From an optimization exercise on the open Yosys and OpenROAD flow, aimed at small area; shortcuts taken in it are not production practice.
At most, simulation tests tie the RTL to the original design; equivalence was not proved.
For run 2, only the layout was checked, not whether the RTL still works.
Power is estimated from default activity; no workload was simulated.

## flow/design.v (module list and top-level ports; edited modules follow where they fit)
// module abs_thr_comparator: 18 lines
// module spr_re_gamma_lut: 47 lines
// module spr_de_gamma_lut: 2058 lines
// module sharpness: 51 lines
// module core_l: 68 lines
// module spr_core: 66 lines
// module spr_top: 240 lines
module spr_top (
    input clk,
    input rst_n,
    input i_hs,
    input i_vs,
    input i_de,
    input i_spr_sharp_en,
    input i_spr_sharp_prt,
    input i_spr_seperate_case,
    input [12:0] i_spr_thr_hi,
    input [12:0] i_spr_thr_lo,
    input [11:0] i_spr_thr_edge_r,
    input [13:0] i_pValue2_edge_r,
    input [13:0] i_pValue3_edge_r,
    input [13:0] i_pValue4_edge_r,
    input [13:0] i_pValue5_edge_r,
    input [13:0] i_pValue_border_r,
    input [11:0] i_spr_thr_edge_b,
    input [13:0] i_pValue2_edge_b,
    input [13:0] i_pValue3_edge_b,
    input [13:0] i_pValue4_edge_b,
    input [13:0] i_pValue5_edge_b,
    input [13:0] i_pValue_border_b,
    input [119:0] i_data,
    output o_valid,
    output [95:0] o_data
);
  // ...
==> flow/flow/run.sh <==
#!/bin/bash
# Own layout flow: the standard ORFS flow, with a different technology-mapping recipe in
# synthesis (an area-oriented ABC script, ripple adders instead of Kogge-Stone, no half-adder
# extraction). Registers are untouched by these changes; the flow checks that its synthesized
# registers (names and cell types) equal those of the standard synthesis, and falls back to the
# standard synthesis if they do not.
set -uo pipefail
W=$(pwd)
F=$W/flow
mkdir -p $W/logs_own

# synthesis script: the standard flow's, with the abc and extract_fa commands redirected
{
  echo "proc abc {args} {"
  echo "  set i [lsearch -exact \$args -script]"
  echo "  if {\$i >= 0} { set args [lreplace \$args [expr {\$i+1}] [expr {\$i+1}] $F/abc_area.script] }"
  echo "  yosys abc {*}\$args"
  echo "}"
  cat $W/synth_recipe.tcl
} > $W/own_synth.tcl

OWNVARS="SYNTH_OPERATIONS_ARGS=-nofsm ADDER_MAP_FILE="

# 1. the standard synthesis alone, for its register list
sed "s#WORK_HOME=[^ ]*#WORK_HOME=$W/ref_orfs#" $W/standard.sh > $W/ref_synth.sh
bash $W/ref_synth.sh synth > $W/logs_own/ref_synth.log 2>&1
REF=$W/ref_orfs/results/$FLOW_PLATFORM/spr_top/base/1_2_yosys.v

# 2. own synthesis
sed "s#SYNTH_SCRIPT=[^ ]*#SYNTH_SCRIPT=$W/own_synth.tcl#" $W/standard.sh > $W/own_standard.sh
bash $W/own_standard.sh $OWNVARS synth > $W/logs_own/own_synth.log 2>&1
OWN=$W/orfs/results/$FLOW_PLATFORM/spr_top/base/1_2_yosys.v

regs() { grep -oE "sky130_fd_sc_hd__[a-z0-9]+_[0-9]+ +[^ (]+" "$1" | grep -E "__(s?e?df|dl)" | sed -E 's/_[0-9]+ +/ /' | sort; }
if [[ -f $OWN && -f $REF ]] && diff <(regs $REF) <(regs $OWN) > $W/logs_own/regs.diff; then
  echo "own synthesis: registers match the standard synthesis ($(regs $OWN | wc -l))"
  bash $W/own_standard.sh $OWNVARS finish > $W/logs_own/own_flow.log 2>&1
else
  echo "own synthesis: registers differ from the standard synthesis; using the standard flow"
  rm -rf $W/orfs
  bash $W/standard.sh finish > $W/logs_own/std_flow.log 2>&1
fi
ls -la $W/out
==> flow/flow/abc_area.script <==
strash
&get -n
&fraig -x
&put
scorr
dc2
dretime
strash
&get -n
&dch -f
&nf -p -R 1000
&put
==> flow/standard.sh <==
#!/bin/bash
# synth_recipe.tcl (not shown) runs the flow's synth.tcl, then flattens the netlist and writes it again
# the make line also repeats each setting of config.mk as NAME=value (left out here)
make -C /OpenROAD-flow-scripts/flow DESIGN_CONFIG=/design/flow/config.mk WORK_HOME=/design/flow/orfs CLKGATE_MAP_FILE= SYNTH_SCRIPT=/design/flow/synth_recipe.tcl "${@:-finish}"
==> flow/config.mk <==
export PLATFORM = sky130hd
export DESIGN_NAME = spr_top
export DESIGN_NICKNAME = spr_top
export VERILOG_FILES = /design/flow/design.v
export SDC_FILE = /design/flow/constraint.sdc
export NUM_CORES = 8
export LEC_CHECK = 0
export CAP_MARGIN = 20
export CORE_MARGIN = 2
export CORE_UTILIZATION = 40
export SLEW_MARGIN = 20
export SYNTH_MEMORY_MAX_BITS = 65536
==> flow/constraint.sdc <==
create_clock -name core_clock -period 8.0 [get_ports {clk}]
set_input_delay 1.6000 -clock core_clock [delete_from_list [all_inputs] [get_ports {clk}]]
set_output_delay 1.6000 -clock core_clock [all_outputs]
set_load 0.01 [all_outputs]
==> metrics.csv, run 1 <==
metric,value,unit
status,timing/DRC/antenna clean,
final worst path period share,93.5,%
met3 capacity usage during global routing,3.14,%
remaining global-route overflow,0,
fraction of area in multi-input gates,59.2,%
sequential cell area fraction in the yosys report,31.4,%
top layer in use,met5,
WHS,291,ps
Final Instance Area,239000,um^2
Setup CP Type,reg -> reg,
leading area contributor after synthesis,dfxtp_1,
die height,725,um
WP data arrival,8210,ps
Final Instance Count excl. Fillers,35200,
row cnt,264,
CP Capture Type,flip-flop,
initial core utilization,40.2,%
Post-DRT Antenna Nets,0,
Worst Skew,60.4,ps
Signal inverters,565,
Mapped Cells,26500,
Mean Syn Cell Area,7.86,um^2
"commonest non-fill, non-tap cells in the layout","nand2_1 (4084), nor2_1 (2725), xnor2_1 (2484), o21ai_0 (2277), a21oi_1 (1993)",
Total Power,0.0473,W
LEAKAGE,83.0,nW
Fillers,51600,
CTS resizes,1,
yosys synthesis warning count,14,
CTS tree,done,
Synth Area in Compound Gates,20.1,%
WL met3,45800,um
vias in the first global route,182000,
input/output buffers,413,
Clock Buffer Count,402,
"FF+latch count, synth",2781,
final max-slew violation count,0,
area occupied by multi-input gates,142000,um^2
crit-path max FO,22,
Seq power,0.0160,W
Slew @ Worst Pin,1150,ps
Hold Crit Endpoint,d2[83],
Slew headroom,22.7,%
==> module spr_re_gamma_lut, before the edit <==
module spr_re_gamma_lut (
    input [9:0] x,
    output [10:0] y
);
reg [11:0] lo;
reg [8:0] bd;
reg [5:0] ao;
wire [7:0] n = x[9:2];
always @(*) begin
    if (n >= 8'd254) begin lo = 12'd2029; bd = 9'd288; ao = 6'd56; end
    else if (n >= 8'd238) begin lo = 12'd1759; bd = 9'd270; ao = 6'd56; end
    else if (n >= 8'd222) begin lo = 12'd1509; bd = 9'd250; ao = 6'd56; end
    else if (n >= 8'd206) begin lo = 12'd1280; bd = 9'd229; ao = 6'd56; end
    else if (n >= 8'd190) begin lo = 12'd1071; bd = 9'd209; ao = 6'd56; end
    else if (n >= 8'd174) begin lo = 12'd883; bd = 9'd188; ao = 6'd56; end
    else if (n >= 8'd158) begin lo = 12'd714; bd = 9'd169; ao = 6'd56; end
    else if (n >= 8'd142) begin lo = 12'd565; bd = 9'd149; ao = 6'd56; end
    else if (n >= 8'd126) begin lo = 12'd434; bd = 9'd131; ao = 6'd56; end
    else if (n >= 8'd118) begin lo = 12'd376; bd = 9'd116; ao = 6'd24; end
    else if (n >= 8'd110) begin lo = 12'd322; bd = 9'd108; ao = 6'd56; end
    else if (n >= 8'd102) begin lo = 12'd273; bd = 9'd98; ao = 6'd24; end
    else if (n >= 8'd94) begin lo = 12'd228; bd = 9'd90; ao = 6'd56; end
    else if (n >= 8'd86) begin lo = 12'd187; bd = 9'd82; ao = 6'd24; end
    else if (n >= 8'd78) begin lo = 12'd151; bd = 9'd72; ao = 6'd56; end
    else if (n >= 8'd70) begin lo = 12'd118; bd = 9'd66; ao = 6'd24; end
    else if (n >= 8'd62) begin lo = 12'd90; bd = 9'd56; ao = 6'd56; end
    else if (n >= 8'd54) begin lo = 12'd67; bd = 9'd46; ao = 6'd24; end
    else if (n >= 8'd50) begin lo = 12'd57; bd = 9'd40; ao = 6'd8; end
    else if (n >= 8'd46) begin lo = 12'd46; bd = 9'd44; ao = 6'd56; end
    else if (n >= 8'd44) begin lo = 12'd44; bd = 9'd16; ao = 6'd48; end
    else if (n >= 8'd40) begin lo = 12'd40; bd = 9'd16; ao = 6'd32; end
    else if (n >= 8'd36) begin lo = 12'd36; bd = 9'd16; ao = 6'd16; end
    else if (n >= 8'd32) begin lo = 12'd32; bd = 9'd16; ao = 6'd0; end
    else if (n >= 8'd28) begin lo = 12'd28; bd = 9'd16; ao = 6'd48; end
    else if (n >= 8'd24) begin lo = 12'd24; bd = 9'd16; ao = 6'd32; end
    else if (n >= 8'd20) begin lo = 12'd20; bd = 9'd16; ao = 6'd16; end
    else if (n >= 8'd16) begin lo = 12'd16; bd = 9'd16; ao = 6'd0; end
    else if (n >= 8'd12) begin lo = 12'd12; bd = 9'd16; ao = 6'd48; end
    else if (n >= 8'd8) begin lo = 12'd8; bd = 9'd16; ao = 6'd32; end
    else if (n >= 8'd4) begin lo = 12'd4; bd = 9'd16; ao = 6'd16; end
    else begin lo = 12'd0; bd = 9'd16; ao = 6'd0; end
end
wire [5:0] a = x[5:0] - ao;
wire [14:0] p = bd * a + 15'd32;
wire [11:0] o = lo + p[14:6];
assign y = o[11] ? o[11:1] : o[10:0];
endmodule
==> module sharpness, before the edit <==
module sharpness #(
    parameter GREEN = 0
) (
    input clk,
    input en,
    input valid,
    input spr_sharp_prt,
    input [10:0] x_in,
    input sel,
    input [9:0] dot_in,
    output [11:0] y_out,
    output [7:0] g_out
);
localparam W = GREEN ? 8 : 12;
reg [10:0] xa;
reg [8:0] s9;
wire [1:0] fr = x_in[10:9];
wire [8:0] fu = x_in[8:0];
wire [8:0] fcu = fu[8:1] + fu[0];
wire [10:0] fbase = (fr == 2'd0) ? 11'd1024 : (fr == 2'd1) ? 11'd768 : (fr == 2'd2) ? 11'd512 : 11'd256;
wire [10:0] sharp_fac = fbase - {2'b0, fcu} + ((fr == 2'd3) ? {4'd0, fu[8:2]} : 11'd0);
wire [9:0] ms = sel ? 10'd0 : (spr_sharp_prt ? {1'b0, s9} : 10'd512);
wire [19:0] acc = dot_in * ms + {1'b0, xa, 8'd0};
wire [11:0] y = acc[19] ? 12'hFFF : acc[18:7];
reg [11:0] sb;
reg [W-1:0] sc, sd, se, sf;
wire [W-1:0] ysc;
generate if (GREEN) begin : g_dg
    spr_de_gamma_lut u_dg(.x(sb[11:1]), .y(ysc));
end else begin : g_y
    assign ysc = sb;
end endgenerate
always @(posedge clk) begin
    if (en) begin
        xa <= x_in;
        s9 <= sharp_fac[9:1];
        sb <= y;
        sc <= ysc;
        sd <= sc;
        se <= sd;
        sf <= se;
    end
end
generate if (GREEN) begin : g_o_g
    assign g_out = valid ? sf : 8'd0;
    assign y_out = 12'd0;
end else begin : g_o_y
    assign y_out = valid ? sf : 12'd0;
    assign g_out = 8'd0;
end endgenerate
endmodule
==> inputs of run 2 (changes only) <==
--- a/flow/design.v
+++ b/flow/design.v
@@ -11,16 +11,884 @@
 assign diff_hi = (flag) ? curr_prev_diff : curr_next_diff;
 assign diff_lo = (flag) ? curr_next_diff : curr_prev_diff;
 wire [12:0] abs_diff_hi, abs_diff_lo;
 assign flag = (curr_prev_diff < curr_next_diff) ? 1 : 0;
 assign abs_diff_hi = (diff_hi[12]) ? ~diff_hi+1 : diff_hi;
 assign abs_diff_lo = (diff_lo[12]) ? ~diff_lo+1 : diff_lo;
 assign shp_sel = (abs_diff_hi >= spr_thr_hi) || (abs_diff_lo <= spr_thr_lo);
 endmodule
+module spr_fa (
+    input a,
+    input b,
+    input ci,
+    output s,
+    output co
+);
+assign s = a ^ b ^ ci;
+assign co = (a & b) | (ci & (a ^ b));
+endmodule
+module spr_ha (
+    input a,
+    input b,
+    output s,
+    output co
+);
+assign s = a ^ b;
+assign co = a & b;
+endmodule
+module mac_shp (
+    input [9:0] dot,
+    input [9:0] ms,
+    input [10:0] x,
+    output [12:0] y
+);
+wire n1 = dot[0] & ms[0];
+wire n2 = dot[0] & ms[1];
+wire n3 = dot[0] & ms[2];
+wire n4 = dot[0] & ms[3];
+wire n5 = dot[0] & ms[4];
+wire n6 = dot[0] & ms[5];
+wire n7 = dot[0] & ms[6];
+wire n8 = dot[0] & ms[7];
+wire n9 = dot[0] & ms[8];
+wire n10 = dot[0] & ms[9];
+wire n11 = dot[1] & ms[0];
+wire n12 = dot[1] & ms[1];
+wire n13 = dot[1] & ms[2];
+wire n14 = dot[1] & ms[3];
+wire n15 = dot[1] & ms[4];
+wire n16 = dot[1] & ms[5];
+wire n17 = dot[1] & ms[6];
+wire n18 = dot[1] & ms[7];
+wire n19 = dot[1] & ms[8];
+wire n20 = dot[1] & ms[9];
+wire n21 = dot[2] & ms[0];
+wire n22 = dot[2] & ms[1];
+wire n23 = dot[2] & ms[2];
+wire n24 = dot[2] & ms[3];
+wire n25 = dot[2] & ms[4];
+wire n26 = dot[2] & ms[5];
+wire n27 = dot[2] & ms[6];
+wire n28 = dot[2] & ms[7];
+wire n29 = dot[2] & ms[8];
+wire n30 = dot[2] & ms[9];
+wire n31 = dot[3] & ms[0];
+wire n32 = dot[3] & ms[1];
+wire n33 = dot[3] & ms[2];
+wire n34 = dot[3] & ms[3];
+wire n35 = dot[3] & ms[4];
+wire n36 = dot[3] & ms[5];
+wire n37 = dot[3] & ms[6];
+wire n38 = dot[3] & ms[7];
+wire n39 = dot[3] & ms[8];
+wire n40 = dot[3] & ms[9];
+wire n41 = dot[4] & ms[0];
+wire n42 = dot[4] & ms[1];
+wire n43 = dot[4] & ms[2];
+wire n44 = dot[4] & ms[3];
+wire n45 = dot[4] & ms[4];
+wire n46 = dot[4] & ms[5];
+wire n47 = dot[4] & ms[6];
+wire n48 = dot[4] & ms[7];
+wire n49 = dot[4] & ms[8];
+wire n50 = dot[4] & ms[9];
+wire n51 = dot[5] & ms[0];
+wire n52 = dot[5] & ms[1];
+wire n53 = dot[5] & ms[2];
+wire n54 = dot[5] & ms[3];
+wire n55 = dot[5] & ms[4];
+wire n56 = dot[5] & ms[5];
+wire n57 = dot[5] & ms[6];
+wire n58 = dot[5] & ms[7];
+wire n59 = dot[5] & ms[8];
+wire n60 = dot[5] & ms[9];
+wire n61 = dot[6] & ms[0];
+wire n62 = dot[6] & ms[1];
+wire n63 = dot[6] & ms[2];
+wire n64 = dot[6] & ms[3];
+wire n65 = dot[6] & ms[4];
+wire n66 = dot[6] & ms[5];
+wire n67 = dot[6] & ms[6];
+wire n68 = dot[6] & ms[7];
+wire n69 = dot[6] & ms[8];
+wire n70 = dot[6] & ms[9];
+wire n71 = dot[7] & ms[0];
+wire n72 = dot[7] & ms[1];
+wire n73 = dot[7] & ms[2];
+wire n74 = dot[7] & ms[3];
+wire n75 = dot[7] & ms[4];
+wire n76 = dot[7] & ms[5];
+wire n77 = dot[7] & ms[6];
+wire n78 = dot[7] & ms[7];
+wire n79 = dot[7] & ms[8];
+wire n80 = dot[7] & ms[9];
+wire n81 = dot[8] & ms[0];
+wire n82 = dot[8] & ms[1];
+wire n83 = dot[8] & ms[2];
+wire n84 = dot[8] & ms[3];
+wire n85 = dot[8] & ms[4];
+wire n86 = dot[8] & ms[5];
+wire n87 = dot[8] & ms[6];
+wire n88 = dot[8] & ms[7];
+wire n89 = dot[8] & ms[8];
+wire n90 = dot[8] & ms[9];
+wire n91 = dot[9] & ms[0];
+wire n92 = dot[9] & ms[1];
+wire n93 = dot[9] & ms[2];
+wire n94 = dot[9] & ms[3];
+wire n95 = dot[9] & ms[4];
+wire n96 = dot[9] & ms[5];
+wire n97 = dot[9] & ms[6];
+wire n98 = dot[9] & ms[7];
+wire n99 = dot[9] & ms[8];
+wire n100 = dot[9] & ms[9];
+wire n101, n102;
+spr_ha u_n101 (.a(n9), .b(n18), .s(n101), .co(n102));
+wire n103, n104;
+spr_fa u_n103 (.a(n10), .b(n19), .ci(n28), .s(n103), .co(n104));
+wire n105, n106;
+spr_ha u_n105 (.a(n37), .b(n46), .s(n105), .co(n106));
+wire n107, n108;
+spr_fa u_n107 (.a(n20), .b(n29), .ci(n38), .s(n107), .co(n108));
+wire n109, n110;
+spr_ha u_n109 (.a(n47), .b(n56), .s(n109), .co(n110));
+wire n111, n112;
+spr_fa u_n111 (.a(n30), .b(n39), .ci(n48), .s(n111), .co(n112));
+wire n113, n114;
+spr_ha u_n113 (.a(n7), .b(n16), .s(n113), .co(n114));
+wire n115, n116;
+spr_fa u_n115 (.a(n8), .b(n17), .ci(n26), .s(n115), .co(n116));
+wire n117, n118;
+spr_ha u_n117 (.a(n35), .b(n44), .s(n117), .co(n118));
+wire n119, n120;
+spr_fa u_n119 (.a(n27), .b(n36), .ci(n45), .s(n119), .co(n120));
+wire n121, n122;
+spr_fa u_n121 (.a(n54), .b(n63), .ci(n72), .s(n121), .co(n122));
+wire n123, n124;
+spr_ha u_n123 (.a(n81), .b(x[0]), .s(n123), .co(n124));
+wire n125, n126;
+spr_fa u_n125 (.a(n55), .b(n64), .ci(n73), .s(n125), .co(n126));
+wire n127, n128;
+spr_fa u_n127 (.a(n82), .b(n91), .ci(x[1]), .s(n127), .co(n128));
+wire n129, n130;
+spr_fa u_n129 (.a(n102), .b(n103), .ci(n105), .s(n129), .co(n130));
+wire n131, n132;
+spr_fa u_n131 (.a(n65), .b(n74), .ci(n83), .s(n131), .co(n132));
+wire n133, n134;
+spr_fa u_n133 (.a(n92), .b(x[2]), .ci(n104), .s(n133), .co(n134));
+wire n135, n136;
+spr_fa u_n135 (.a(n106), .b(n107), .ci(n109), .s(n135), .co(n136));
+wire n137, n138;
+spr_fa u_n137 (.a(n57), .b(n66), .ci(n75), .s(n137), .co(n138));
+wire n139, n140;
+spr_fa u_n139 (.a(n84), .b(n93), .ci(x[3]), .s(n139), .co(n140));
+wire n141, n142;
+spr_fa u_n141 (.a(n108), .b(n110), .ci(n111), .s(n141), .co(n142));
+wire n143, n144;
+spr_fa u_n143 (.a(n40), .b(n49), .ci(n58), .s(n143), .co(n144));
+wire n145, n146;
+spr_fa u_n145 (.a(n67), .b(n76), .ci(n85), .s(n145), .co(n146));
+wire n147, n148;
+spr_fa u_n147 (.a(n94), .b(x[4]), .ci(n112), .s(n147), .co(n148));
+wire n149, n150;
+spr_fa u_n149 (.a(n50), .b(n59), .ci(n68), .s(n149), .co(n150));
+wire n151, n152;
+spr_fa u_n151 (.a(n77), .b(n86), .ci(n95), .s(n151), .co(n152));
+wire n153, n154;
+spr_fa u_n153 (.a(n60), .b(n69), .ci(n78), .s(n153), .co(n154));
+wire n155, n156;
+spr_ha u_n155 (.a(n5), .b(n14), .s(n155), .co(n156));
+wire n157, n158;
+spr_fa u_n157 (.a(n6), .b(n15), .ci(n24), .s(n157), .co(n158));
+wire n159, n160;
+spr_ha u_n159 (.a(n33), .b(n42), .s(n159), .co(n160));
+wire n161, n162;
+spr_fa u_n161 (.a(n25), .b(n34), .ci(n43), .s(n161), .co(n162));
+wire n163, n164;
+spr_fa u_n163 (.a(n52), .b(n61), .ci(n113), .s(n163), .co(n164));
+wire n165, n166;
+spr_fa u_n165 (.a(n53), .b(n62), .ci(n71), .s(n165), .co(n166));
+wire n167, n168;
+spr_fa u_n167 (.a(n114), .b(n115), .ci(n117), .s(n167), .co(n168));
+wire n169, n170;
+spr_fa u_n169 (.a(n101), .b(n116), .ci(n118), .s(n169), .co(n170));
+wire n171, n172;
+spr_fa u_n171 (.a(n119), .b(n121), .ci(n123), .s(n171), .co(n172));
+wire n173, n174;
+spr_fa u_n173 (.a(n120), .b(n122), .ci(n124), .s(n173), .co(n174));
+wire n175, n176;
+spr_fa u_n175 (.a(n125), .b(n127), .ci(n129), .s(n175), .co(n176));
+wire n177, n178;
+spr_fa u_n177 (.a(n126), .b(n128), .ci(n130), .s(n177), .co(n178));
+wire n179, n180;
+spr_fa u_n179 (.a(n131), .b(n133), .ci(n135), .s(n179), .co(n180));
+wire n181, n182;
+spr_fa u_n181 (.a(n132), .b(n134), .ci(n136), .s(n181), .co(n182));
+wire n183, n184;
+spr_fa u_n183 (.a(n137), .b(n139), .ci(n141), .s(n183), .co(n184));
+wire n185, n186;
+spr_fa u_n185 (.a(n138), .b(n140), .ci(n142), .s(n185), .co(n186));
+wire n187, n188;
+spr_fa u_n187 (.a(n143), .b(n145), .ci(n147), .s(n187), .co(n188));
+wire n189, n190;
+spr_fa u_n189 (.a(x[5]), .b(n144), .ci(n146), .s(n189), .co(n190));
+wire n191, n192;
+spr_fa u_n191 (.a(n148), .b(n149), .ci(n151), .s(n191), .co(n192));
+wire n193, n194;
+spr_fa u_n193 (.a(n87), .b(n96), .ci(x[6]), .s(n193), .co(n194));
+wire n195, n196;
+spr_fa u_n195 (.a(n150), .b(n152), .ci(n153), .s(n195), .co(n196));
+wire n197, n198;
+spr_fa u_n197 (.a(n70), .b(n79), .ci(n88), .s(n197), .co(n198));
+wire n199, n200;
+spr_fa u_n199 (.a(n97), .b(x[7]), .ci(n154), .s(n199), .co(n200));
+wire n201, n202;
+spr_fa u_n201 (.a(n80), .b(n89), .ci(n98), .s(n201), .co(n202));
+wire n203, n204;
+spr_ha u_n203 (.a(n4), .b(n13), .s(n203), .co(n204));
+wire n205, n206;
+spr_fa u_n205 (.a(n23), .b(n32), .ci(n41), .s(n205), .co(n206));
+wire n207, n208;
+spr_fa u_n207 (.a(n51), .b(n156), .ci(n157), .s(n207), .co(n208));
+wire n209, n210;
+spr_fa u_n209 (.a(n158), .b(n160), .ci(n161), .s(n209), .co(n210));
+wire n211, n212;
+spr_fa u_n211 (.a(n162), .b(n164), .ci(n165), .s(n211), .co(n212));
+wire n213, n214;
+spr_fa u_n213 (.a(n166), .b(n168), .ci(n169), .s(n213), .co(n214));
+wire n215, n216;
+spr_fa u_n215 (.a(n170), .b(n172), .ci(n173), .s(n215), .co(n216));
+wire n217, n218;
+spr_fa u_n217 (.a(n174), .b(n176), .ci(n177), .s(n217), .co(n218));
+wire n219, n220;
+spr_fa u_n219 (.a(n178), .b(n180), .ci(n181), .s(n219), .co(n220));
+wire n221, n222;
+spr_fa u_n221 (.a(n182), .b(n184), .ci(n185), .s(n221), .co(n222));
+wire n223, n224;
+spr_fa u_n223 (.a(n186), .b(n188), .ci(n189), .s(n223), .co(n224));
+wire n225, n226;
+spr_fa u_n225 (.a(n190), .b(n192), .ci(n193), .s(n225), .co(n226));
+wire n227, n228;
+spr_fa u_n227 (.a(n194), .b(n196), .ci(n197), .s(n227), .co(n228));
+wire n229, n230;
+spr_fa u_n229 (.a(x[8]), .b(n198), .ci(n200), .s(n229), .co(n230));
+wire n231, n232;
+spr_fa u_n231 (.a(n90), .b(n99), .ci(x[9]), .s(n231), .co(n232));
+wire n233, n234;
+spr_ha u_n233 (.a(n3), .b(n12), .s(n233), .co(n234));
+wire n235, n236;
+spr_fa u_n235 (.a(n22), .b(n31), .ci(n203), .s(n235), .co(n236));
+wire n237, n238;
+spr_fa u_n237 (.a(n155), .b(n204), .ci(n205), .s(n237), .co(n238));
+wire n239, n240;
+spr_fa u_n239 (.a(n159), .b(n206), .ci(n207), .s(n239), .co(n240));
+wire n241, n242;
+spr_fa u_n241 (.a(n163), .b(n208), .ci(n209), .s(n241), .co(n242));
+wire n243, n244;
+spr_fa u_n243 (.a(n167), .b(n210), .ci(n211), .s(n243), .co(n244));
+wire n245, n246;
+spr_fa u_n245 (.a(n171), .b(n212), .ci(n213), .s(n245), .co(n246));
+wire n247, n248;
+spr_fa u_n247 (.a(n175), .b(n214), .ci(n215), .s(n247), .co(n248));
+wire n249, n250;
+spr_fa u_n249 (.a(n179), .b(n216), .ci(n217), .s(n249), .co(n250));
+wire n251, n252;
+spr_fa u_n251 (.a(n183), .b(n218), .ci(n219), .s(n251), .co(n252));
+wire n253, n254;
+spr_fa u_n253 (.a(n187), .b(n220), .ci(n221), .s(n253), .co(n254));
+wire n255, n256;
+spr_fa u_n255 (.a(n191), .b(n222), .ci(n223), .s(n255), .co(n256));
+wire n257, n258;
+spr_fa u_n257 (.a(n195), .b(n224), .ci(n225), .s(n257), .co(n258));
+wire n259, n260;
+spr_fa u_n259 (.a(n199), .b(n226), .ci(n227), .s(n259), .co(n260));
+wire n261, n262;
+spr_fa u_n261 (.a(n201), .b(n228), .ci(n229), .s(n261), .co(n262));
+wire n263, n264;
+spr_fa u_n263 (.a(n202), .b(n230), .ci(n231), .s(n263), .co(n264));
+wire n265, n266;
+spr_fa u_n265 (.a(n100), .b(x[10]), .ci(n232), .s(n265), .co(n266));
+wire [19:0] r0 = {n266, n264, n262, n260, n258, n256, n254, n252, n250, n248, n246, n244, n242, n240, n238, n236, n234, n21, n2, n1};
+wire [19:0] r1 = {1'b0, n265, n263, n261, n259, n257, n255, n253, n251, n249, n247, n245, n243, n241, n239, n237, n235, n233, n11, 1'b0};
+wire [19:0] sum = r0 + r1;
+assign y = sum[19:7];
+endmodule
+module mul_core (
+    input [12:0] add,
+    input [13:0] pv,
+    output [11:0] y
+);
+wire n1 = add[0] & pv[0];
+wire n2 = add[0] & pv[1];
+wire n3 = add[0] & pv[2];
+wire n4 = add[0] & pv[3];
+wire n5 = add[0] & pv[4];
+wire n6 = add[0] & pv[5];
+wire n7 = add[0] & pv[6];
+wire n8 = add[0] & pv[7];
+wire n9 = add[0] & pv[8];
+wire n10 = add[0] & pv[9];
+wire n11 = add[0] & pv[10];
+wire n12 = add[0] & pv[11];
+wire n13 = add[0] & pv[12];
+wire n14 = add[0] & pv[13];
+wire n15 = add[1] & pv[0];
+wire n16 = add[1] & pv[1];
+wire n17 = add[1] & pv[2];
+wire n18 = add[1] & pv[3];
+wire n19 = add[1] & pv[4];
+wire n20 = add[1] & pv[5];
+wire n21 = add[1] & pv[6];
+wire n22 = add[1] & pv[7];
+wire n23 = add[1] & pv[8];
+wire n24 = add[1] & pv[9];
+wire n25 = add[1] & pv[10];
+wire n26 = add[1] & pv[11];
+wire n27 = add[1] & pv[12];
+wire n28 = add[1] & pv[13];
+wire n29 = add[2] & pv[0];
+wire n30 = add[2] & pv[1];
+wire n31 = add[2] & pv[2];
+wire n32 = add[2] & pv[3];
+wire n33 = add[2] & pv[4];
+wire n34 = add[2] & pv[5];
+wire n35 = add[2] & pv[6];
+wire n36 = add[2] & pv[7];
+wire n37 = add[2] & pv[8];
+wire n38 = add[2] & pv[9];
+wire n39 = add[2] & pv[10];
+wire n40 = add[2] & pv[11];
+wire n41 = add[2] & pv[12];
+wire n42 = add[2] & pv[13];
+wire n43 = add[3] & pv[0];
+wire n44 = add[3] & pv[1];
+wire n45 = add[3] & pv[2];
+wire n46 = add[3] & pv[3];
+wire n47 = add[3] & pv[4];
+wire n48 = add[3] & pv[5];
+wire n49 = add[3] & pv[6];
+wire n50 = add[3] & pv[7];
+wire n51 = add[3] & pv[8];
+wire n52 = add[3] & pv[9];
+wire n53 = add[3] & pv[10];
+wire n54 = add[3] & pv[11];
+wire n55 = add[3] & pv[12];
+wire n56 = add[3] & pv[13];
+wire n57 = add[4] & pv[0];
+wire n58 = add[4] & pv[1];
+wire n59 = add[4] & pv[2];
+wire n60 = add[4] & pv[3];
+wire n61 = add[4] & pv[4];
+wire n62 = add[4] & pv[5];
+wire n63 = add[4] & pv[6];
+wire n64 = add[4] & pv[7];
+wire n65 = add[4] & pv[8];
+wire n66 = add[4] & pv[9];
+wire n67 = add[4] & pv[10];
+wire n68 = add[4] & pv[11];
+wire n69 = add[4] & pv[12];
+wire n70 = add[4] & pv[13];
+wire n71 = add[5] & pv[0];
+wire n72 = add[5] & pv[1];
+wire n73 = add[5] & pv[2];
+wire n74 = add[5] & pv[3];
+wire n75 = add[5] & pv[4];
+wire n76 = add[5] & pv[5];
+wire n77 = add[5] & pv[6];
+wire n78 = add[5] & pv[7];
+wire n79 = add[5] & pv[8];
+wire n80 = add[5] & pv[9];
+wire n81 = add[5] & pv[10];
+wire n82 = add[5] & pv[11];
+wire n83 = add[5] & pv[12];
+wire n84 = add[5] & pv[13];
+wire n85 = add[6] & pv[0];
+wire n86 = add[6] & pv[1];
+wire n87 = add[6] & pv[2];
+wire n88 = add[6] & pv[3];
+wire n89 = add[6] & pv[4];
+wire n90 = add[6] & pv[5];
+wire n91 = add[6] & pv[6];
+wire n92 = add[6] & pv[7];
+wire n93 = add[6] & pv[8];
+wire n94 = add[6] & pv[9];
+wire n95 = add[6] & pv[10];
+wire n96 = add[6] & pv[11];
+wire n97 = add[6] & pv[12];
+wire n98 = add[6] & pv[13];
+wire n99 = add[7] & pv[0];
+wire n100 = add[7] & pv[1];
+wire n101 = add[7] & pv[2];
+wire n102 = add[7] & pv[3];
+wire n103 = add[7] & pv[4];
+wire n104 = add[7] & pv[5];
+wire n105 = add[7] & pv[6];
+wire n106 = add[7] & pv[7];
+wire n107 = add[7] & pv[8];
+wire n108 = add[7] & pv[9];
+wire n109 = add[7] & pv[10];
+wire n110 = add[7] & pv[11];
+wire n111 = add[7] & pv[12];
+wire n112 = add[8] & pv[0];
+wire n113 = add[8] & pv[1];
+wire n114 = add[8] & pv[2];
+wire n115 = add[8] & pv[3];
+wire n116 = add[8] & pv[4];
+wire n117 = add[8] & pv[5];
+wire n118 = add[8] & pv[6];
+wire n119 = add[8] & pv[7];
+wire n120 = add[8] & pv[8];
+wire n121 = add[8] & pv[9];
+wire n122 = add[8] & pv[10];
+wire n123 = add[8] & pv[11];
+wire n124 = add[9] & pv[0];
+wire n125 = add[9] & pv[1];
+wire n126 = add[9] & pv[2];
+wire n127 = add[9] & pv[3];
+wire n128 = add[9] & pv[4];
+wire n129 = add[9] & pv[5];
+wire n130 = add[9] & pv[6];
+wire n131 = add[9] & pv[7];
+wire n132 = add[9] & pv[8];
+wire n133 = add[9] & pv[9];
+wire n134 = add[9] & pv[10];
+wire n135 = add[10] & pv[0];
+wire n136 = add[10] & pv[1];
+wire n137 = add[10] & pv[2];
+wire n138 = add[10] & pv[3];
+wire n139 = add[10] & pv[4];
+wire n140 = add[10] & pv[5];
+wire n141 = add[10] & pv[6];
+wire n142 = add[10] & pv[7];
+wire n143 = add[10] & pv[8];
+wire n144 = add[10] & pv[9];
+wire n145 = add[11] & pv[0];
+wire n146 = add[11] & pv[1];
+wire n147 = add[11] & pv[2];
+wire n148 = add[11] & pv[3];
+wire n149 = add[11] & pv[4];
+wire n150 = add[11] & pv[5];
+wire n151 = add[11] & pv[6];
+wire n152 = add[11] & pv[7];
+wire n153 = add[11] & pv[8];
+wire n154 = add[12] & pv[0];
+wire n155 = add[12] & pv[1];
+wire n156 = add[12] & pv[2];
+wire n157 = add[12] & pv[3];
+wire n158 = add[12] & pv[4];
+wire n159 = add[12] & pv[5];
+wire n160 = add[12] & pv[6];
+wire n161 = add[12] & pv[7];
+wire n162, n163;
+spr_ha u_n162 (.a(n10), .b(n23), .s(n162), .co(n163));
+wire n164, n165;
+spr_fa u_n164 (.a(n11), .b(n24), .ci(n37), .s(n164), .co(n165));
+wire n166, n167;
+spr_ha u_n166 (.a(n50), .b(n63), .s(n166), .co(n167));
+wire n168, n169;
+spr_fa u_n168 (.a(n12), .b(n25), .ci(n38), .s(n168), .co(n169));
+wire n170, n171;
+spr_fa u_n170 (.a(n51), .b(n64), .ci(n77), .s(n170), .co(n171));
+wire n172, n173;
+spr_ha u_n172 (.a(n90), .b(n103), .s(n172), .co(n173));
+wire n174, n175;
+spr_fa u_n174 (.a(n13), .b(n26), .ci(n39), .s(n174), .co(n175));
+wire n176, n177;
+spr_fa u_n176 (.a(n52), .b(n65), .ci(n78), .s(n176), .co(n177));
+wire n178, n179;
+spr_fa u_n178 (.a(n91), .b(n104), .ci(n116), .s(n178), .co(n179));
+wire n180, n181;
+spr_ha u_n180 (.a(n127), .b(n137), .s(n180), .co(n181));
+wire n182, n183;
+spr_fa u_n182 (.a(n14), .b(n27), .ci(n40), .s(n182), .co(n183));
+wire n184, n185;
+spr_fa u_n184 (.a(n53), .b(n66), .ci(n79), .s(n184), .co(n185));
+wire n186, n187;
+spr_fa u_n186 (.a(n92), .b(n105), .ci(n117), .s(n186), .co(n187));
+wire n188, n189;
+spr_fa u_n188 (.a(n128), .b(n138), .ci(n147), .s(n188), .co(n189));
+wire n190, n191;
+spr_fa u_n190 (.a(n28), .b(n41), .ci(n54), .s(n190), .co(n191));
+wire n192, n193;
+spr_fa u_n192 (.a(n67), .b(n80), .ci(n93), .s(n192), .co(n193));
+wire n194, n195;
+spr_fa u_n194 (.a(n106), .b(n118), .ci(n129), .s(n194), .co(n195));
+wire n196, n197;
+spr_ha u_n196 (.a(n139), .b(n148), .s(n196), .co(n197));
+wire n198, n199;
+spr_fa u_n198 (.a(n42), .b(n55), .ci(n68), .s(n198), .co(n199));
+wire n200, n201;
+spr_fa u_n200 (.a(n81), .b(n94), .ci(n107), .s(n200), .co(n201));
+wire n202, n203;
+spr_fa u_n202 (.a(n119), .b(n130), .ci(n140), .s(n202), .co(n203));
+wire n204, n205;
+spr_fa u_n204 (.a(n56), .b(n69), .ci(n82), .s(n204), .co(n205));
+wire n206, n207;
+spr_fa u_n206 (.a(n95), .b(n108), .ci(n120), .s(n206), .co(n207));
+wire n208, n209;
+spr_fa u_n208 (.a(n70), .b(n83), .ci(n96), .s(n208), .co(n209));
+wire n210, n211;
+spr_ha u_n210 (.a(n7), .b(n20), .s(n210), .co(n211));
+wire n212, n213;
+spr_fa u_n212 (.a(n8), .b(n21), .ci(n34), .s(n212), .co(n213));
+wire n214, n215;
+spr_ha u_n214 (.a(n47), .b(n60), .s(n214), .co(n215));
+wire n216, n217;
+spr_fa u_n216 (.a(n9), .b(n22), .ci(n35), .s(n216), .co(n217));
+wire n218, n219;
+spr_fa u_n218 (.a(n48), .b(n61), .ci(n74), .s(n218), .co(n219));
+wire n220, n221;
+spr_ha u_n220 (.a(n87), .b(n100), .s(n220), .co(n221));
+wire n222, n223;
+spr_fa u_n222 (.a(n36), .b(n49), .ci(n62), .s(n222), .co(n223));
+wire n224, n225;
+spr_fa u_n224 (.a(n75), .b(n88), .ci(n101), .s(n224), .co(n225));
+wire n226, n227;
+spr_fa u_n226 (.a(n113), .b(n124), .ci(n162), .s(n226), .co(n227));
+wire n228, n229;
+spr_fa u_n228 (.a(n76), .b(n89), .ci(n102), .s(n228), .co(n229));
+wire n230, n231;
+spr_fa u_n230 (.a(n114), .b(n125), .ci(n135), .s(n230), .co(n231));
+wire n232, n233;
+spr_fa u_n232 (.a(n163), .b(n164), .ci(n166), .s(n232), .co(n233));
+wire n234, n235;
+spr_fa u_n234 (.a(n115), .b(n126), .ci(n136), .s(n234), .co(n235));
+wire n236, n237;
+spr_fa u_n236 (.a(n145), .b(n165), .ci(n167), .s(n236), .co(n237));
+wire n238, n239;
+spr_fa u_n238 (.a(n168), .b(n170), .ci(n172), .s(n238), .co(n239));
+wire n240, n241;
+spr_fa u_n240 (.a(n146), .b(n154), .ci(n169), .s(n240), .co(n241));
+wire n242, n243;
+spr_fa u_n242 (.a(n171), .b(n173), .ci(n174), .s(n242), .co(n243));
+wire n244, n245;
+spr_fa u_n244 (.a(n176), .b(n178), .ci(n180), .s(n244), .co(n245));
+wire n246, n247;
+spr_fa u_n246 (.a(n155), .b(n175), .ci(n177), .s(n246), .co(n247));
+wire n248, n249;
+spr_fa u_n248 (.a(n179), .b(n181), .ci(n182), .s(n248), .co(n249));
+wire n250, n251;
+spr_fa u_n250 (.a(n184), .b(n186), .ci(n188), .s(n250), .co(n251));
+wire n252, n253;
+spr_fa u_n252 (.a(n156), .b(n183), .ci(n185), .s(n252), .co(n253));
+wire n254, n255;
+spr_fa u_n254 (.a(n187), .b(n189), .ci(n190), .s(n254), .co(n255));
+wire n256, n257;
+spr_fa u_n256 (.a(n192), .b(n194), .ci(n196), .s(n256), .co(n257));
+wire n258, n259;
+spr_fa u_n258 (.a(n149), .b(n157), .ci(n191), .s(n258), .co(n259));
+wire n260, n261;
+spr_fa u_n260 (.a(n193), .b(n195), .ci(n197), .s(n260), .co(n261));
+wire n262, n263;
+spr_fa u_n262 (.a(n198), .b(n200), .ci(n202), .s(n262), .co(n263));
+wire n264, n265;
+spr_fa u_n264 (.a(n131), .b(n141), .ci(n150), .s(n264), .co(n265));
+wire n266, n267;
+spr_fa u_n266 (.a(n158), .b(n199), .ci(n201), .s(n266), .co(n267));
+wire n268, n269;
+spr_fa u_n268 (.a(n203), .b(n204), .ci(n206), .s(n268), .co(n269));
+wire n270, n271;
+spr_fa u_n270 (.a(n109), .b(n121), .ci(n132), .s(n270), .co(n271));
+wire n272, n273;
+spr_fa u_n272 (.a(n142), .b(n151), .ci(n159), .s(n272), .co(n273));
+wire n274, n275;
+spr_fa u_n274 (.a(n205), .b(n207), .ci(n208), .s(n274), .co(n275));
+wire n276, n277;
+spr_fa u_n276 (.a(n84), .b(n97), .ci(n110), .s(n276), .co(n277));
+wire n278, n279;
+spr_fa u_n278 (.a(n122), .b(n133), .ci(n143), .s(n278), .co(n279));
+wire n280, n281;
+spr_fa u_n280 (.a(n152), .b(n160), .ci(n209), .s(n280), .co(n281));
+wire n282, n283;
+spr_fa u_n282 (.a(n98), .b(n111), .ci(n123), .s(n282), .co(n283));
+wire n284, n285;
+spr_fa u_n284 (.a(n134), .b(n144), .ci(n153), .s(n284), .co(n285));
+wire n286, n287;
+spr_ha u_n286 (.a(n5), .b(n18), .s(n286), .co(n287));
+wire n288, n289;
+spr_fa u_n288 (.a(n6), .b(n19), .ci(n32), .s(n288), .co(n289));
+wire n290, n291;
+spr_ha u_n290 (.a(n45), .b(n58), .s(n290), .co(n291));
+wire n292, n293;
+spr_fa u_n292 (.a(n33), .b(n46), .ci(n59), .s(n292), .co(n293));
+wire n294, n295;
+spr_fa u_n294 (.a(n72), .b(n85), .ci(n210), .s(n294), .co(n295));
+wire n296, n297;
+spr_fa u_n296 (.a(n73), .b(n86), .ci(n99), .s(n296), .co(n297));
+wire n298, n299;
+spr_fa u_n298 (.a(n211), .b(n212), .ci(n214), .s(n298), .co(n299));
+wire n300, n301;
+spr_fa u_n300 (.a(n112), .b(n213), .ci(n215), .s(n300), .co(n301));
+wire n302, n303;
+spr_fa u_n302 (.a(n216), .b(n218), .ci(n220), .s(n302), .co(n303));
+wire n304, n305;
+spr_fa u_n304 (.a(n217), .b(n219), .ci(n221), .s(n304), .co(n305));
+wire n306, n307;
+spr_fa u_n306 (.a(n222), .b(n224), .ci(n226), .s(n306), .co(n307));
+wire n308, n309;
+spr_fa u_n308 (.a(n223), .b(n225), .ci(n227), .s(n308), .co(n309));
+wire n310, n311;
+spr_fa u_n310 (.a(n228), .b(n230), .ci(n232), .s(n310), .co(n311));
+wire n312, n313;
+spr_fa u_n312 (.a(n229), .b(n231), .ci(n233), .s(n312), .co(n313));
+wire n314, n315;
+spr_fa u_n314 (.a(n234), .b(n236), .ci(n238), .s(n314), .co(n315));
+wire n316, n317;
+spr_fa u_n316 (.a(n235), .b(n237), .ci(n239), .s(n316), .co(n317));
+wire n318, n319;
+spr_fa u_n318 (.a(n240), .b(n242), .ci(n244), .s(n318), .co(n319));
+wire n320, n321;
+spr_fa u_n320 (.a(n241), .b(n243), .ci(n245), .s(n320), .co(n321));
+wire n322, n323;
+spr_fa u_n322 (.a(n246), .b(n248), .ci(n250), .s(n322), .co(n323));
+wire n324, n325;
+spr_fa u_n324 (.a(n247), .b(n249), .ci(n251), .s(n324), .co(n325));
+wire n326, n327;
+spr_fa u_n326 (.a(n252), .b(n254), .ci(n256), .s(n326), .co(n327));
+wire n328, n329;
+spr_fa u_n328 (.a(n253), .b(n255), .ci(n257), .s(n328), .co(n329));
+wire n330, n331;
+spr_fa u_n330 (.a(n258), .b(n260), .ci(n262), .s(n330), .co(n331));
+wire n332, n333;
+spr_fa u_n332 (.a(n259), .b(n261), .ci(n263), .s(n332), .co(n333));
+wire n334, n335;
+spr_fa u_n334 (.a(n264), .b(n266), .ci(n268), .s(n334), .co(n335));
+wire n336, n337;
+spr_fa u_n336 (.a(n265), .b(n267), .ci(n269), .s(n336), .co(n337));
+wire n338, n339;
+spr_fa u_n338 (.a(n270), .b(n272), .ci(n274), .s(n338), .co(n339));
+wire n340, n341;
+spr_fa u_n340 (.a(n271), .b(n273), .ci(n275), .s(n340), .co(n341));
+wire n342, n343;
+spr_fa u_n342 (.a(n276), .b(n278), .ci(n280), .s(n342), .co(n343));
+wire n344, n345;
+spr_fa u_n344 (.a(n161), .b(n277), .ci(n279), .s(n344), .co(n345));
+wire n346, n347;
+spr_fa u_n346 (.a(n281), .b(n282), .ci(n284), .s(n346), .co(n347));
+wire n348, n349;
+spr_ha u_n348 (.a(n4), .b(n17), .s(n348), .co(n349));
+wire n350, n351;
+spr_fa u_n350 (.a(n31), .b(n44), .ci(n57), .s(n350), .co(n351));
+wire n352, n353;
+spr_fa u_n352 (.a(n71), .b(n287), .ci(n288), .s(n352), .co(n353));
+wire n354, n355;
+spr_fa u_n354 (.a(n289), .b(n291), .ci(n292), .s(n354), .co(n355));
+wire n356, n357;
+spr_fa u_n356 (.a(n293), .b(n295), .ci(n296), .s(n356), .co(n357));
+wire n358, n359;
+spr_fa u_n358 (.a(n297), .b(n299), .ci(n300), .s(n358), .co(n359));
+wire n360, n361;
+spr_fa u_n360 (.a(n301), .b(n303), .ci(n304), .s(n360), .co(n361));
+wire n362, n363;
+spr_fa u_n362 (.a(n305), .b(n307), .ci(n308), .s(n362), .co(n363));
+wire n364, n365;
+spr_fa u_n364 (.a(n309), .b(n311), .ci(n312), .s(n364), .co(n365));
+wire n366, n367;
+spr_fa u_n366 (.a(n313), .b(n315), .ci(n316), .s(n366), .co(n367));
+wire n368, n369;
+spr_fa u_n368 (.a(n317), .b(n319), .ci(n320), .s(n368), .co(n369));
+wire n370, n371;
+spr_fa u_n370 (.a(n321), .b(n323), .ci(n324), .s(n370), .co(n371));
+wire n372, n373;
+spr_fa u_n372 (.a(n325), .b(n327), .ci(n328), .s(n372), .co(n373));
+wire n374, n375;
+spr_fa u_n374 (.a(n329), .b(n331), .ci(n332), .s(n374), .co(n375));
+wire n376, n377;
+spr_fa u_n376 (.a(n333), .b(n335), .ci(n336), .s(n376), .co(n377));
+wire n378, n379;
+spr_fa u_n378 (.a(n337), .b(n339), .ci(n340), .s(n378), .co(n379));
+wire n380, n381;
+spr_fa u_n380 (.a(n341), .b(n343), .ci(n344), .s(n380), .co(n381));
+wire n382, n383;
+spr_ha u_n382 (.a(n3), .b(n16), .s(n382), .co(n383));
+wire n384, n385;
+spr_fa u_n384 (.a(n30), .b(n43), .ci(n348), .s(n384), .co(n385));
+wire n386, n387;
+spr_fa u_n386 (.a(n286), .b(n349), .ci(n350), .s(n386), .co(n387));
+wire n388, n389;
+spr_fa u_n388 (.a(n290), .b(n351), .ci(n352), .s(n388), .co(n389));
+wire n390, n391;
+spr_fa u_n390 (.a(n294), .b(n353), .ci(n354), .s(n390), .co(n391));
+wire n392, n393;
+spr_fa u_n392 (.a(n298), .b(n355), .ci(n356), .s(n392), .co(n393));
+wire n394, n395;
+spr_fa u_n394 (.a(n302), .b(n357), .ci(n358), .s(n394), .co(n395));
+wire n396, n397;
+spr_fa u_n396 (.a(n306), .b(n359), .ci(n360), .s(n396), .co(n397));
+wire n398, n399;
+spr_fa u_n398 (.a(n310), .b(n361), .ci(n362), .s(n398), .co(n399));
+wire n400, n401;
+spr_fa u_n400 (.a(n314), .b(n363), .ci(n364), .s(n400), .co(n401));
+wire n402, n403;
+spr_fa u_n402 (.a(n318), .b(n365), .ci(n366), .s(n402), .co(n403));
+wire n404, n405;
+spr_fa u_n404 (.a(n322), .b(n367), .ci(n368), .s(n404), .co(n405));
+wire n406, n407;
+spr_fa u_n406 (.a(n326), .b(n369), .ci(n370), .s(n406), .co(n407));
+wire n408, n409;
+spr_fa u_n408 (.a(n330), .b(n371), .ci(n372), .s(n408), .co(n409));
+wire n410, n411;
+spr_fa u_n410 (.a(n334), .b(n373), .ci(n374), .s(n410), .co(n411));
+wire n412, n413;
+spr_fa u_n412 (.a(n338), .b(n375), .ci(n376), .s(n412), .co(n413));
+wire n414, n415;
+spr_fa u_n414 (.a(n342), .b(n377), .ci(n378), .s(n414), .co(n415));
+wire n416, n417;
+spr_fa u_n416 (.a(n346), .b(n379), .ci(n380), .s(n416), .co(n417));
+wire [19:0] r0 = {n415, n413, n411, n409, n407, n405, n403, n401, n399, n397, n395, n393, n391, n389, n387, n385, n383, n29, n2, n1};
+wire [19:0] r1 = {n416, n414, n412, n410, n408, n406, n404, n402, n400, n398, n396, n394, n392, n390, n388, n386, n384, n382, n15, 1'b0};
+wire [19:0] sum = r0 + r1;
+assign y = sum[19:8];
+endmodule
+module mac_rg (
+    input [8:0] bd,
+    input [5:0] a,
+    input [11:0] lo,
+    output [11:0] y
+);
+wire n1 = bd[0] & a[0];
+wire n2 = bd[0] & a[1];
+wire n3 = bd[0] & a[2];
+wire n4 = bd[0] & a[3];
+wire n5 = bd[0] & a[4];
+wire n6 = bd[0] & a[5];
+wire n7 = bd[1] & a[0];
+wire n8 = bd[1] & a[1];
+wire n9 = bd[1] & a[2];
+wire n10 = bd[1] & a[3];
+wire n11 = bd[1] & a[4];
+wire n12 = bd[1] & a[5];
+wire n13 = bd[2] & a[0];
+wire n14 = bd[2] & a[1];
+wire n15 = bd[2] & a[2];
+wire n16 = bd[2] & a[3];
+wire n17 = bd[2] & a[4];
+wire n18 = bd[2] & a[5];
+wire n19 = bd[3] & a[0];
+wire n20 = bd[3] & a[1];
+wire n21 = bd[3] & a[2];
+wire n22 = bd[3] & a[3];
+wire n23 = bd[3] & a[4];
+wire n24 = bd[3] & a[5];
+wire n25 = bd[4] & a[0];
+wire n26 = bd[4] & a[1];
+wire n27 = bd[4] & a[2];
+wire n28 = bd[4] & a[3];
+wire n29 = bd[4] & a[4];
+wire n30 = bd[4] & a[5];
+wire n31 = bd[5] & a[0];
+wire n32 = bd[5] & a[1];
+wire n33 = bd[5] & a[2];
+wire n34 = bd[5] & a[3];
+wire n35 = bd[5] & a[4];
+wire n36 = bd[5] & a[5];
+wire n37 = bd[6] & a[0];
+wire n38 = bd[6] & a[1];
+wire n39 = bd[6] & a[2];
+wire n40 = bd[6] & a[3];
+wire n41 = bd[6] & a[4];
+wire n42 = bd[6] & a[5];
+wire n43 = bd[7] & a[0];
+wire n44 = bd[7] & a[1];
+wire n45 = bd[7] & a[2];
+wire n46 = bd[7] & a[3];
+wire n47 = bd[7] & a[4];
+wire n48 = bd[7] & a[5];
+wire n49 = bd[8] & a[0];
+wire n50 = bd[8] & a[1];
+wire n51 = bd[8] & a[2];
+wire n52 = bd[8] & a[3];
+wire n53 = bd[8] & a[4];
+wire n54 = bd[8] & a[5];
+wire n55, n56;
+spr_ha u_n55 (.a(n12), .b(n17), .s(n55), .co(n56));
+wire n57, n58;
+spr_fa u_n57 (.a(n18), .b(n23), .ci(n28), .s(n57), .co(n58));
+wire n59, n60;
+spr_fa u_n59 (.a(n24), .b(n29), .ci(n34), .s(n59), .co(n60));
+wire n61, n62;
+spr_ha u_n61 (.a(n30), .b(n35), .s(n61), .co(n62));
+wire n63, n64;
+spr_ha u_n63 (.a(n5), .b(n10), .s(n63), .co(n64));
+wire n65, n66;
+spr_fa u_n65 (.a(n6), .b(n11), .ci(n16), .s(n65), .co(n66));
+wire n67, n68;
+spr_ha u_n67 (.a(n21), .b(n26), .s(n67), .co(n68));
+wire n69, n70;
+spr_fa u_n69 (.a(n22), .b(n27), .ci(n32), .s(n69), .co(n70));
+wire n71, n72;
+spr_fa u_n71 (.a(n37), .b(lo[0]), .ci(n55), .s(n71), .co(n72));
+wire n73, n74;
+spr_fa u_n73 (.a(n33), .b(n38), .ci(n43), .s(n73), .co(n74));
+wire n75, n76;
+spr_fa u_n75 (.a(lo[1]), .b(n56), .ci(n57), .s(n75), .co(n76));
+wire n77, n78;
+spr_fa u_n77 (.a(n39), .b(n44), .ci(n49), .s(n77), .co(n78));
+wire n79, n80;
+spr_fa u_n79 (.a(lo[2]), .b(n58), .ci(n59), .s(n79), .co(n80));
+wire n81, n82;
+spr_fa u_n81 (.a(n40), .b(n45), .ci(n50), .s(n81), .co(n82));
+wire n83, n84;
+spr_fa u_n83 (.a(lo[3]), .b(n60), .ci(n61), .s(n83), .co(n84));
+wire n85, n86;
+spr_fa u_n85 (.a(n36), .b(n41), .ci(n46), .s(n85), .co(n86));
+wire n87, n88;
+spr_fa u_n87 (.a(n51), .b(lo[4]), .ci(n62), .s(n87), .co(n88));
+wire n89, n90;
+spr_fa u_n89 (.a(n42), .b(n47), .ci(n52), .s(n89), .co(n90));
+wire n91, n92;
+spr_ha u_n91 (.a(n4), .b(n9), .s(n91), .co(n92));
+wire n93, n94;
+spr_fa u_n93 (.a(n15), .b(n20), .ci(n25), .s(n93), .co(n94));
+wire n95, n96;
+spr_fa u_n95 (.a(n31), .b(n64), .ci(n65), .s(n95), .co(n96));
+wire n97, n98;
+spr_fa u_n97 (.a(n66), .b(n68), .ci(n69), .s(n97), .co(n98));
+wire n99, n100;
+spr_fa u_n99 (.a(n70), .b(n72), .ci(n73), .s(n99), .co(n100));
+wire n101, n102;
+spr_fa u_n101 (.a(n74), .b(n76), .ci(n77), .s(n101), .co(n102));
+wire n103, n104;
+spr_fa u_n103 (.a(n78), .b(n80), .ci(n81), .s(n103), .co(n104));
+wire n105, n106;
+spr_fa u_n105 (.a(n82), .b(n84), .ci(n85), .s(n105), .co(n106));
+wire n107, n108;
+spr_fa u_n107 (.a(lo[5]), .b(n86), .ci(n88), .s(n107), .co(n108));
+wire n109, n110;
+spr_fa u_n109 (.a(n48), .b(n53), .ci(lo[6]), .s(n109), .co(n110));
+wire n111, n112;
+spr_ha u_n111 (.a(n3), .b(n8), .s(n111), .co(n112));
+wire n113, n114;
+spr_fa u_n113 (.a(n14), .b(n19), .ci(n91), .s(n113), .co(n114));
+wire n115, n116;
+spr_fa u_n115 (.a(n63), .b(n92), .ci(n93), .s(n115), .co(n116));
+wire n117, n118;
+spr_fa u_n117 (.a(n67), .b(n94), .ci(n95), .s(n117), .co(n118));
+wire n119, n120;
+spr_fa u_n119 (.a(n71), .b(n96), .ci(n97), .s(n119), .co(n120));
+wire n121, n122;
+spr_fa u_n121 (.a(n75), .b(n98), .ci(n99), .s(n121), .co(n122));
+wire n123, n124;
+spr_fa u_n123 (.a(n79), .b(n100), .ci(n101), .s(n123), .co(n124));
+wire n125, n126;
+spr_fa u_n125 (.a(n83), .b(n102), .ci(n103), .s(n125), .co(n126));
+wire n127, n128;
+spr_fa u_n127 (.a(n87), .b(n104), .ci(n105), .s(n127), .co(n128));
+wire n129, n130;
+spr_fa u_n129 (.a(n89), .b(n106), .ci(n107), .s(n129), .co(n130));
+wire n131, n132;
+spr_fa u_n131 (.a(n90), .b(n108), .ci(n109), .s(n131), .co(n132));
+wire n133, n134;
+spr_fa u_n133 (.a(n54), .b(lo[7]), .ci(n110), .s(n133), .co(n134));
+wire [17:0] r0 = {lo[11], lo[10], lo[9], lo[8], n132, n130, n128, n126, n124, n122, n120, n118, n116, n114, n112, n13, n2, n1};
+wire [17:0] r1 = {1'b0, 1'b0, 1'b0, n134, n133, n131, n129, n127, n125, n123, n121, n119, n117, n115, n113, n111, n7, 1'b0};
+wire [17:0] sum = r0 + r1 + 18'd32;
+assign y = sum[17:6];
+endmodule
 module spr_re_gamma_lut (
     input [9:0] x,
     output [10:0] y
 );
 reg [11:0] lo;
 reg [8:0] bd;
 reg [5:0] ao;
 wire [7:0] n = x[9:2];
@@ -54,18 +922,18 @@
     else if (n >= 8'd20) begin lo = 12'd20; bd = 9'd16; ao = 6'd16; end
     else if (n >= 8'd16) begin lo = 12'd16; bd = 9'd16; ao = 6'd0; end
     else if (n >= 8'd12) begin lo = 12'd12; bd = 9'd16; ao = 6'd48; end
     else if (n >= 8'd8) begin lo = 12'd8; bd = 9'd16; ao = 6'd32; end
     else if (n >= 8'd4) begin lo = 12'd4; bd = 9'd16; ao = 6'd16; end
     else begin lo = 12'd0; bd = 9'd16; ao = 6'd0; end
 end
 wire [5:0] a = x[5:0] - ao;
-wire [14:0] p = bd * a + 15'd32;
-wire [11:0] o = lo + p[14:6];
+wire [11:0] o;
+mac_rg u_mac(.bd(bd), .a(a), .lo(lo), .y(o));
 assign y = o[11] ? o[11:1] : o[10:0];
 endmodule
 module spr_de_gamma_lut (
     input [10:0] x,
     output reg [7:0] y
 );
 always @(*) begin
     case (x)
@@ -2131,37 +2999,38 @@
     input [10:0] x_in,
     input sel,
     input [9:0] dot_in,
     output [11:0] y_out,
     output [7:0] g_out
 );
 localparam W = GREEN ? 8 : 12;
 reg [10:0] xa;
-reg [8:0] s9;
+reg [9:0] msa;      
 wire [1:0] fr = x_in[10:9];
 wire [8:0] fu = x_in[8:0];
 wire [8:0] fcu = fu[8:1] + fu[0];
 wire [10:0] fbase = (fr == 2'd0) ? 11'd1024 : (fr == 2'd1) ? 11'd768 : (fr == 2'd2) ? 11'd512 : 11'd256;
 wire [10:0] sharp_fac = fbase - {2'b0, fcu} + ((fr == 2'd3) ? {4'd0, fu[8:2]} : 11'd0);
-wire [9:0] ms = sel ? 10'd0 : (spr_sharp_prt ? {1'b0, s9} : 10'd512);
-wire [19:0] acc = dot_in * ms + {1'b0, xa, 8'd0};
-wire [11:0] y = acc[19] ? 12'hFFF : acc[18:7];
+wire [9:0] dotg = sel ? 10'd0 : dot_in;
+wire [12:0] acc;
+mac_shp u_mac(.dot(dotg), .ms(msa), .x(xa), .y(acc));
+wire [11:0] y = acc[12] ? 12'hFFF : acc[11:0];
 reg [11:0] sb;
 reg [W-1:0] sc, sd, se, sf;
 wire [W-1:0] ysc;
 generate if (GREEN) begin : g_dg
     spr_de_gamma_lut u_dg(.x(sb[11:1]), .y(ysc));
 end else begin : g_y
     assign ysc = sb;
 end endgenerate
 always @(posedge clk) begin
     if (en) begin
         xa <= x_in;
-        s9 <= sharp_fac[9:1];
+        msa <= spr_sharp_prt ? {1'b0, sharp_fac[9:1]} : 10'd512;
         sb <= y;
         sc <= ysc;
         sd <= sc;
         se <= sd;
         sf <= se;
     end
 end
 generate if (GREEN) begin : g_o_g
@@ -2223,18 +3092,18 @@
     case (wsel_r)
         3'd1: mult2 = pValue3_edge;
         3'd2: mult2 = pValue4_edge;
         3'd3: mult2 = pValue5_edge;
         3'd4: mult2 = pValue_border;
         default: mult2 = pValue2_edge;
     endcase
 end
-wire [19:0] mult_w = add_r * mult2;
-wire [11:0] mult_s = mult_w[19:8];
+wire [11:0] mult_s;
+mul_core u_mul(.add(add_r), .pv(mult2), .y(mult_s));
 wire [10:0] mult_sat = mult_s[11] ? 11'h7FF : mult_s[10:0];
 reg [10:0] mult_r;
 reg [10:0] avg_r;
 always @(posedge clk) begin
     if (en) mult_r <= mult_sat;
     avg_r <= add_r[12:2];
     special_r2 <= special_r1;
 end
==> flow/flow/run.sh (replaced) <==
#!/bin/bash
# Own layout flow: the standard ORFS flow with a different technology mapping in synthesis:
#  - the design's full/half adder modules (spr_fa, spr_ha) become the library's adder cells,
#  - an area-oriented ABC script maps the rest, without Kogge-Stone adders or extra adder
#    extraction.
# Registers are not touched by these changes. The flow checks that its synthesized registers
# (names and cell types) equal those of the standard synthesis, and falls back to the standard
# flow if they do not. Each tool's output goes to a log under logs_own/ (and ORFS's own logs).
set -uo pipefail
W=$(pwd)
F=$W/flow
mkdir -p $W/logs_own

{
  head -n 1 $W/synth_recipe.tcl
  cat <<EOT
proc abc {args} {
  set i [lsearch -exact \$args -script]
  if {\$i >= 0} { set args [lreplace \$args [expr {\$i+1}] [expr {\$i+1}] $F/abc_area.script] }
  yosys abc {*}\$args
}
proc synth {args} {
  if {![info exists ::own_synth_calls]} { set ::own_synth_calls 0 }
  incr ::own_synth_calls
  if {\$::own_synth_calls == 1} {
    yosys setattr -mod -set keep_hierarchy 1 spr_fa spr_ha
  } elseif {\$::own_synth_calls == 2} {
    yosys techmap -map $F/fa_map.v
    yosys opt_clean
  }
  yosys synth -nofsm -noshare {*}\$args
}
EOT
  tail -n +2 $W/synth_recipe.tcl
} > $W/own_synth.tcl

OWNVARS="SYNTH_OPERATIONS_ARGS=-nofsm ADDER_MAP_FILE="

# 1. the standard synthesis alone, for its register list
sed "s#WORK_HOME=[^ ]*#WORK_HOME=$W/ref_orfs#" $W/standard.sh > $W/ref_synth.sh
[[ -n "${OWN_SKIP_REF:-}" ]] || bash $W/ref_synth.sh synth > $W/logs_own/ref_synth.log 2>&1
REF=$W/ref_orfs/results/$FLOW_PLATFORM/spr_top/base/1_2_yosys.v

# 2. own synthesis
sed "s#SYNTH_SCRIPT=[^ ]*#SYNTH_SCRIPT=$W/own_synth.tcl#" $W/standard.sh > $W/own_standard.sh
bash $W/own_standard.sh $OWNVARS synth > $W/logs_own/own_synth.log 2>&1
OWN=$W/orfs/results/$FLOW_PLATFORM/spr_top/base/1_2_yosys.v

regs() { grep -oE "sky130_fd_sc_hd__[a-z0-9]+_[0-9]+ +[^ (]+" "$1" | grep -E "__(s?e?df|dl)" | sed -E 's/_[0-9]+ +/ /' | sort; }
MATCH=0
if [[ -s $OWN && -s $REF ]] && diff <(regs $REF) <(regs $OWN) > $W/logs_own/regs.diff; then MATCH=1; fi
if [[ -n "${OWN_STOP_AFTER_SYNTH:-}" ]]; then echo "match=$MATCH"; exit 0; fi
if [[ $MATCH == 1 ]]; then
  echo "own synthesis: registers match the standard synthesis ($(regs $OWN | wc -l))"
  bash $W/own_standard.sh $OWNVARS finish > $W/logs_own/own_flow.log 2>&1
else
  echo "own synthesis: registers differ from the standard synthesis; using the standard flow"
  rm -rf $W/orfs
  bash $W/standard.sh finish > $W/logs_own/std_flow.log 2>&1
fi
ls -la $W/out
==> flow/flow/fa_map.v (new file) <==
// maps the design's adder modules onto the library's adder cells
module spr_fa (input a, input b, input ci, output s, output co);
sky130_fd_sc_hd__fa_1 _TECHMAP_REPLACE_ (.A(a), .B(b), .CIN(ci), .SUM(s), .COUT(co));
endmodule
module spr_ha (input a, input b, output s, output co);
sky130_fd_sc_hd__ha_1 _TECHMAP_REPLACE_ (.A(a), .B(b), .SUM(s), .COUT(co));
endmodule
==> run 2 against run 1 <==
  * Still clean on timing, DRC and antenna
  * Register-to-register slack lost 220 ps
  * Worst hold slack better by 20 ps
  * Flip-flop and latch count rose by 1
  * Utilization shrank 0.54 points
  * Die area fell by 3.5%
  * Via count is 14% lower
  * Synthesized area shrank 3.6%
  * Count of clock-buffer cells in the layout up 4
  * Fmax fell by 2.9%
  * Global-route usage decreased by 0.37 points
  * Synthesized cell count is 18% lower
  * Design area down 4.4%
  * Largest cell class unchanged
==> metrics.csv, run 2 <==
metric,value,unit,change
status,timing/DRC/antenna clean,,
post-synthesis xor/xnor area fraction,6.55,%,
remaining global-route overflow,0,,unchanged
GP Congestion,0.959,,
"commonest non-fill, non-tap cells in the layout","nor2_1 (2461), nand2_1 (2148), and2_0 (2092), o21ai_0 (2056), dfxtp_1 (1785)",,
input/output buffers,413,,unchanged
Slew @ Worst Pin,1190,ps,+39.3 ps
cell depth of the worst setup path,23,,
Mean Syn Cell Area,9.27,um^2,+18%
Final Instance Area,229000,um^2,-4.4%
clock transition at the registers of the reported paths,70,ps,
CTS Root Cell,clkbuf_16,,
vias in the first global route,164000,,-9.8%
Final Instance Count excl. Fillers,29900,,-15%
CP Capture Type,flip-flop,,
WP data arrival,8360,ps,+150 ps
"most common cell after layout, fill and taps aside",nor2_1,,
Mapped Cells,21700,,-18%
Fillers,48000,,-7.0%
Synth area leaders,"dfxtp_1 (18%), fa_1 (17%), edfxtp_1 (14%)",,
CP max stage delay,520,ps,
yosys synthesis warning count,14,,unchanged
WHS,312,ps,+20.4 ps
Critical Path RT,8660,ps,
initial core utilization,40.1,%,-0.12 points
Synth Net Count,24000,,
Synth Area in Compound Gates,16.3,%,-3.7 points
final worst path period share,96.3,%,+2.8 points
row cnt,260,,-1.5%
final max-slew violation count,0,,unchanged
largest family of logic cells by synthesized area,simple AND/OR/NAND/NOR gates,,
die height,713,um,-1.8%
Total Power,0.0442,W,-6.5%
Max Root-Sink Buffers,4,,
CTS tree,done,,
Hold Crit Endpoint,d2[20],,
Setup CP Type,reg -> reg,,
Top Registers,"gdl: 224 flops, g_shc.g_px.u_shp.sb: 140 flops",,
Slew headroom,20.4,%,-2.3 points
H-tree depth,5,,
leading area contributor after synthesis,dfxtp_1,,
largest net degree at the start of global routing,263,,
"FF+latch count, synth",2782,,+0.036%
crit-path max FO,11,,-50%
Post-DRT Antenna Nets,0,,unchanged
Synth Flop Type,dfxtp_1,,
mux contribution to synthesized area,1.83,%,
Worst Skew,79.7,ps,+19.2 ps
LEAKAGE,88.7,nW,+6.8%
[run 2: cell count changes after synthesis, sizes merged, moves of 655 or more]
cell,previous run,this run
fa,0,1748
xnor2,2507,942
and2,410,2098
xor2,1736,555
maj3,970,315
nand2,4089,2150
[run 2: how the worst max path moves through the flow]
stage / start / end
after floorplan: g_shc[2].g_px[3].u_shp.msa[9] / g_shc[0].g_px[0].u_shp.sb[10]
after global placement: d4[3] / g_rg[0].r5[0]
after detailed placement: d4[3] / g_rg[0].r5[7]
after CTS: d4[3] / g_rg[0].r5[3]
after global routing: d4[29] / g_rg[2].r5[2]
final: g_shc[1].g_px[0].sel_r / g_shc[1].g_px[0].u_shp.sb[6]
[run 2: what timing repair did]
item                                    in CTS  in global routing
endpoints found under the setup margin       0                196
buffers inserted                             0                  5
resized for setup                            0                103
hold buffers                                 0                  0
[run 2: power by group]
group          leakage, nW  total [W]  switching (W)  internal, W
combinational         60.1     0.0136        0.00774      0.00582
sequential            23.4     0.0161       0.000626       0.0155
clock                 5.11     0.0146        0.00623      0.00834
[run 2: logic make-up after synthesis]
logic type      count (synthesis)
fa+ha+maj                    2303
flops                        2782
mux                           358
simple gates                 8891
xor+xnor                     1499
compound gates               5550
buf+inv                       287
[run 2: layout make-up]
cell class                 instances  area (um^2)  share of cell area [%]
inverter                         287         1110                   0.485
antenna                           11         27.5                  0.0120
multi-input combinational      18600       135000                    58.9
tap                             6681         8360                    3.65
sequential                      2782        65400                    28.6
timing repair buffer             992         8640                    3.78
clock inverter                   162         1800                   0.786
clock buffer                     406         8700                    3.80
[run 2: stage by stage]
step	worst slack, ps	util [%]
floorplan	33.4	-
global placement	207	43.5
detailed placement	123	43.5
CTS	72.3	45.6
global route	-29.6	45.7
finish	296	45.7
[run 2: layer usage]
layer / global-route usage, % / up-vias / part of all wire [%]
met2: 36.9 / 6986 / 44
met1: 33.5 / 81600 / 45
li1: - / 79200 / -
met4: 8.28 / 4 / 3.8
met5: 0 / - / 0.0055
met3: 3.72 / 1294 / 7.8
[run 2: worst register-to-register path, stage by stage (launching register included)]
cell	delay [ps]
dfxtp_1	420
nor2b_1	510
and2_0	240
fa_1	450
fa_1	520
fa_1	450
a22oi_1	200
o2bb2ai_1	170
a21oi_1	100
a21oi_1	210
a21oi_1	150
maj3_1	410
maj3_1	410
a21oi_1	260
a21oi_1	150
maj3_1	410
maj3_1	400
a21oi_1	250
a21oi_1	140
maj3_1	400
maj3_1	380
xnor2_1	300
buf_4	310
nand2_1	170

Setup slack of run 2, layout unchanged: 0.296 ns with ideal ports, 0.296 ns with driving cells assumed (clock clkbuf_16, inputs buf_2), 0.296 ns with port delays also shifted by the 1.082 ns mid clock arrival.
